What follows belongs to an exercise in optimizing a design on an open flow for small area; a production flow would make more cautious choices. Function was checked by simulation only, so behaviour that the tests miss may differ from the original. Power figures rest on the tool's default switching activity, not on a simulated workload.

==> run F: inputs <==
Design ALU, start of the top module:
module ALU(A, B, OP_SELECT, OUT, clk);
	input  [31:0] A, B;
	input  [3:0]  OP_SELECT;
	input         clk;
	output [63:0] OUT;
	localparam DEPTH = 35;
	reg [31:0] a, b;
	reg [3:0]  op;
	always @(posedge clk) begin
		a  <= A;
		b  <= B;
		op <= OP_SELECT;
	end
	wire [63:0] x1, y1;
	wire        d1;
	alu_stage1 s1(.a(a), .b(b), .op(op), .x(x1), .y(y1), .drop(d1));
	reg [63:0] x2, y2;
	reg        d2;
	reg [3:0]  op2;
	always @(posedge clk) begin
		x2  <= x1;
		y2  <= y1;
		d2  <= d1;
		op2 <= op;
	end
	wire [63:0] res;
	alu_stage2 s2(.x(x2), .y(y2), .drop(d2), .op(op2), .res(res));
	reg [64*DEPTH-1:0] pipe;
	always @(posedge clk)
		pipe <= {pipe[64*(DEPTH-1)-1:0], res};
	assign OUT = pipe[64*DEPTH-1:64*(DEPTH-1)];
endmodule
==> module alu_stage1, before the edit <==
module alu_stage1(a, b, op, x, y, drop);
	input  [31:0] a, b;
	input  [3:0]  op;
	output [63:0] x;
	output [63:0] y;
	output drop;
	wire cin   = (~op[1] & op[0]) | (op[2] & op[0]) | (~op[3] & op[1] & ~op[0]);
	wire neg_b = op[1];
	wire mulop = (op == 4'd4) | (op == 4'd7);
	wire fpaop = (op == 4'd5) | (op == 4'd6);
	wire nota  = op[3] & op[2] & op[1];   
	wire [31:0] ax = nota ? ~a : a;
	wire [31:0] bx = nota ? 32'd0 : (b ^ {32{neg_b & ~op[3]}});
	wire fpm = (op == 4'd7);
	wire [31:0] ma = fpm ? {8'd0, 1'b1, a[22:0]} : a;
	wire [31:0] mb = fpm ? {8'd0, 1'b1, b[22:0]} : b;
	wire [63:0] ra, rb;
	mul32_cs mult(.A(ma), .B(mb), .RA(ra), .RB(rb));
	wallace_drop wdrop(.A(a), .B(b), .D(drop));
	wire fs, fsub;
	wire [7:0] fe;
	wire [24:0] fmx, fmy;
	wire [8:0]  fpm_e;
	FPA1 fpa(.A(a), .B({b[31] ^ neg_b, b[30:0]}), .FS(fs), .FE(fe), .MX(fmx), .MY(fmy), .FSUB(fsub));
	FPM1 fpmul(.A(a), .B(b), .E(fpm_e));
	assign x = mulop ? {fpm ? {7'd0, fpm_e} : ra[63:48], ra[47:0]} :
	           fpaop ? {28'd0, fs, fe, fsub, 1'b0, fmx} :
	                   {31'd0, ax, cin};
	assign y = mulop ? rb :
	           fpaop ? {39'd0, fmy} :
	                   {31'd0, bx, cin};
endmodule
==> module alu_stage2, before the edit <==
module alu_stage2(x, y, drop, op, res);
	input  [63:0] x, y;
	input         drop;
	input  [3:0]  op;
	output reg [63:0] res;
	wire [63:0] p;
	add64 final_add(.A(x), .B(y), .S(p));
	wire [31:0] fpa_sum, fpm_prod;
	FPA2 fpa(.FS(x[35]), .FE(x[34:27]), .FSUB(x[26]), .R(p[25:1]), .SUM(fpa_sum));
	FPM2 fpmul(.E(x[56:48]), .MP(p[47:0]), .PRODUCT(fpm_prod));
	wire [31:0] la = x[32:1], lb = y[32:1];
	wire use_g = (op[2:0] == 3'd0) | (op[2:0] == 3'd1) | (op[2:0] == 3'd3) | (op[2:0] == 3'd4);
	wire use_t = (op[2:0] == 3'd1) | (op[2:0] == 3'd2) | (op[2:0] == 3'd4) | (op[2:0] == 3'd5);
	wire inv   = (op[2:0] == 3'd3) | (op[2:0] == 3'd4) | (op[2:0] == 3'd5);
	wire [31:0] lres = (((la & lb) & {32{use_g}}) | ((la ^ lb) & {32{use_t}})) ^ {32{inv}};
	always @* begin
		case (op)
			4'd4:  res = {p[63] & ~drop, p[62:0]};
			4'd5, 4'd6: res = {32'd0, fpa_sum};
			4'd7:  res = {32'd0, fpm_prod};
			4'd0, 4'd1, 4'd2, 4'd3: res = {31'd0, p[33:1]};
			4'd14, 4'd15: res = {32'd0, p[32:1]};
			default: res = {32'd0, lres};
		endcase
	end
endmodule
Settings: LEC_CHECK=0, ABC_AREA=1, CAP_MARGIN=20, CORE_MARGIN=2, CORE_UTILIZATION=64, SLEW_MARGIN=20; clock period 6.0 ns.
standard.sh (not shown) runs the stock make flow with config.mk's settings and CLKGATE_MAP_FILE= SYNTH_SCRIPT=/design/flow/synth_recipe.tcl, a recipe that flattens the netlist after the stock synthesis.
==> flow/flow/run.sh <==
#!/bin/bash
# The standard layout (standard.sh, unchanged synthesis), with two
# changes to how the layout is made:
#  - clock tree synthesis adds no dummy loads and clusters up to 29 sinks
#    per leaf buffer, so the clock tree uses fewer buffers;
#  - the port buffers are buf_2 cells instead of the resizer's pick.
# standard.sh's full output goes to standard.log in this folder; ORFS's own
# per-step logs are under orfs/logs/.
set -euo pipefail
export CTS_ARGS="-sink_clustering_enable -repair_clock_nets -dont_use_dummy_load -sink_clustering_size 29 -sink_clustering_max_diameter 110"
export BUFFER_PORTS_ARGS="-buffer_cell sky130_fd_sc_hd__buf_2"
bash standard.sh > standard.log 2>&1
==> run P (differences from run F) <==
==> flow/flow/run.sh (replaced) <==
#!/bin/bash
# The standard layout (standard.sh, unchanged synthesis), with two
# changes to how the layout is made:
#  - clock tree synthesis adds no dummy loads and clusters up to 24 sinks
#    per leaf buffer, so the clock tree uses fewer buffers;
#  - the port buffers are buf_2 cells instead of the resizer's pick.
# standard.sh's full output goes to standard.log in this folder; ORFS's own
# per-step logs are under orfs/logs/.
set -euo pipefail
export CTS_ARGS="-sink_clustering_enable -repair_clock_nets -dont_use_dummy_load -sink_clustering_size 24 -sink_clustering_max_diameter 100"
export BUFFER_PORTS_ARGS="-buffer_cell sky130_fd_sc_hd__buf_2"
bash standard.sh > standard.log 2>&1
--- a/flow/config.mk
+++ b/flow/config.mk
@@ -10,3 +10,3 @@
 export CORE_MARGIN = 2
-export CORE_UTILIZATION = 64
+export CORE_UTILIZATION = 72
 export SLEW_MARGIN = 20
==> run M (differences from run F) <==
--- a/flow/design.v
+++ b/flow/design.v
@@ -2308,4 +2308,4 @@
 	input  [3:0]  op;
-	output [63:0] x;
-	output [63:0] y;
+	output reg [63:0] x;
+	output reg [63:0] y;
 	output drop;
@@ -2313,7 +2313,4 @@
 	wire neg_b = op[1];
-	wire mulop = (op == 4'd4) | (op == 4'd7);
-	wire fpaop = (op == 4'd5) | (op == 4'd6);
-	wire nota  = op[3] & op[2] & op[1];   
-	wire [31:0] ax = nota ? ~a : a;
-	wire [31:0] bx = nota ? 32'd0 : (b ^ {32{neg_b & ~op[3]}});
+	wire [31:0] ax = op[3] ? ~a : a;
+	wire [31:0] bx = op[3] ? 32'd0 : (b ^ {32{neg_b}});
 	wire fpm = (op == 4'd7);
@@ -2330,8 +2327,21 @@
 	FPM1 fpmul(.A(a), .B(b), .E(fpm_e));
-	assign x = mulop ? {fpm ? {7'd0, fpm_e} : ra[63:48], ra[47:0]} :
-	           fpaop ? {28'd0, fs, fe, fsub, 1'b0, fmx} :
-	                   {31'd0, ax, cin};
-	assign y = mulop ? rb :
-	           fpaop ? {39'd0, fmy} :
-	                   {31'd0, bx, cin};
+	always @* begin
+		case (op)
+			4'd4:  x = ra;
+			4'd5, 4'd6: x = {28'd0, fs, fe, fsub, 1'b0, fmx};
+			4'd7:  x = {7'd0, fpm_e, ra[47:0]};
+			4'd8:  x = {32'd0, a & b};
+			4'd9:  x = {32'd0, a | b};
+			4'd10: x = {32'd0, a ^ b};
+			4'd11: x = {32'd0, ~(a & b)};
+			4'd12: x = {32'd0, ~(a | b)};
+			4'd13: x = {32'd0, ~(a ^ b)};
+			default: x = {31'd0, ax, cin};
+		endcase
+		case (op)
+			4'd4, 4'd7: y = rb;
+			4'd5, 4'd6: y = {39'd0, fmy};
+			default: y = {31'd0, bx, cin};
+		endcase
+	end
 endmodule
@@ -2347,7 +2357,2 @@
 	FPM2 fpmul(.E(x[56:48]), .MP(p[47:0]), .PRODUCT(fpm_prod));
-	wire [31:0] la = x[32:1], lb = y[32:1];
-	wire use_g = (op[2:0] == 3'd0) | (op[2:0] == 3'd1) | (op[2:0] == 3'd3) | (op[2:0] == 3'd4);
-	wire use_t = (op[2:0] == 3'd1) | (op[2:0] == 3'd2) | (op[2:0] == 3'd4) | (op[2:0] == 3'd5);
-	wire inv   = (op[2:0] == 3'd3) | (op[2:0] == 3'd4) | (op[2:0] == 3'd5);
-	wire [31:0] lres = (((la & lb) & {32{use_g}}) | ((la ^ lb) & {32{use_t}})) ^ {32{inv}};
 	always @* begin
@@ -2359,3 +2364,3 @@
 			4'd14, 4'd15: res = {32'd0, p[32:1]};
-			default: res = {32'd0, lres};
+			default: res = x;
 		endcase
==> flow/run.sh (new file) <==
#!/bin/bash
# synth_recipe.tcl (not shown) runs the flow's synth.tcl, then flattens the netlist and writes it again
# the make line also repeats each setting of config.mk as NAME=value (left out here)
make -C /OpenROAD-flow-scripts/flow DESIGN_CONFIG=/design/flow/config.mk WORK_HOME=/design/flow/orfs CLKGATE_MAP_FILE= SYNTH_SCRIPT=/design/flow/synth_recipe.tcl finish
--- a/flow/config.mk
+++ b/flow/config.mk
@@ -10,3 +10,3 @@
 export CORE_MARGIN = 2
-export CORE_UTILIZATION = 64
+export CORE_UTILIZATION = 40
 export SLEW_MARGIN = 20
removed: flow/flow/run.sh
removed: flow/standard.sh
==> notes <==
Run P failed in global routing (5_1_grt). Run M completed without violations. Run F went through all stages and came out clean.
Between run F and run M, the lower utilization is in run M (gap 22 points).
Via count: run M is larger than run F (2.7%).
Of run M and run F, run F has the higher hold slack (gap 0.030 ns).
In run M the count of clock-buffer cells in the layout is higher than in run F, by 226.
Against run M, the setup slack of run F is lower by 0.012 ns.
Against run F, the first-iteration DRC count of run M is smaller by about 13%.
Against run M, the non-clock buffer count of run F is lower by 40.
Against run M, the clock skew of run F is lower by 0.012 ns.
==> figures <==
Internal reg-to-reg setup slack: run P -; run F 0.22 ns; run M 0.23 ns
Multi-In Gates: run P -; run F 3531; run M 3710
Path category of the worst min-delay check: run P -; run F register to register; run M register to register
Result of the run: run P stopped before the end; run F no timing/DRC/antenna violations; run M no timing/DRC/antenna violations
Stage where the flow stopped: run P global routing (5_1_grt); run F -; run M -
Final max-slew violation count: run P -; run F 0; run M 0
Number of vias per cell after detailed routing: run P -; run F 5.81; run M 5.05
Non-CTS inverters: run P -; run F 582; run M 506
Switching power: run P -; run F 17.9 mW; run M 19.1 mW
Area of combinational cells with multiple inputs: run P -; run F 29200 um2; run M 30600 um2
Pwr dens: run P -; run F 560 nW/um2; run M 584 nW/um2
Share of total power in sequential cells: run P -; run F 45.3%; run M 39.4%
Max reg flops: run P -; run F 2240; run M 2240
Inserted Diodes: run P -; run F 1; run M 11
CP startpoint: run P -; run F op[1]; run M op[2]
Startpoint class of the critical path: run P -; run F register; run M register
Smallest setup slack after layout: run P -; run F 0.222 ns; run M 0.234 ns
Global placer's final weighted congestion: run P 1.03; run F 0.992; run M 0.953

port drivers added, routing unchanged:
In the flow no input, the clock included, has a driving cell. The finished layouts below were timed again as built, in two steps.
Step 1 (the two cells are an assumption about what drives the block):
set clk [get_ports {clk}]
set_driving_cell -lib_cell sky130_fd_sc_hd__clkbuf_16 $clk
set_driving_cell -lib_cell sky130_fd_sc_hd__buf_2 [delete_from_list [all_inputs] $clk]
Step 2, shift: input delay + t, output delay - t, t = (earliest + latest rising clock arrival at the registers) / 2. This alone moves slack from input paths to output paths.
Slacks: no drivers / after step 1 / after step 2; pairs: no drivers / after step 1.
| run | t, ns | slack for setup (ns) | worst setup path after step 2 | worst register clock-pin slew, ns |
|---|---|---|---|---|
| run F | 0.773 | 0.222 / 0.222 / 0.222 | register to register | 0.12 / 0.12 |
| run M | 0.914 | 0.234 / 0.234 / 0.234 | register to register | 0.07 / 0.07 |
After both steps every run listed still meets setup and hold.
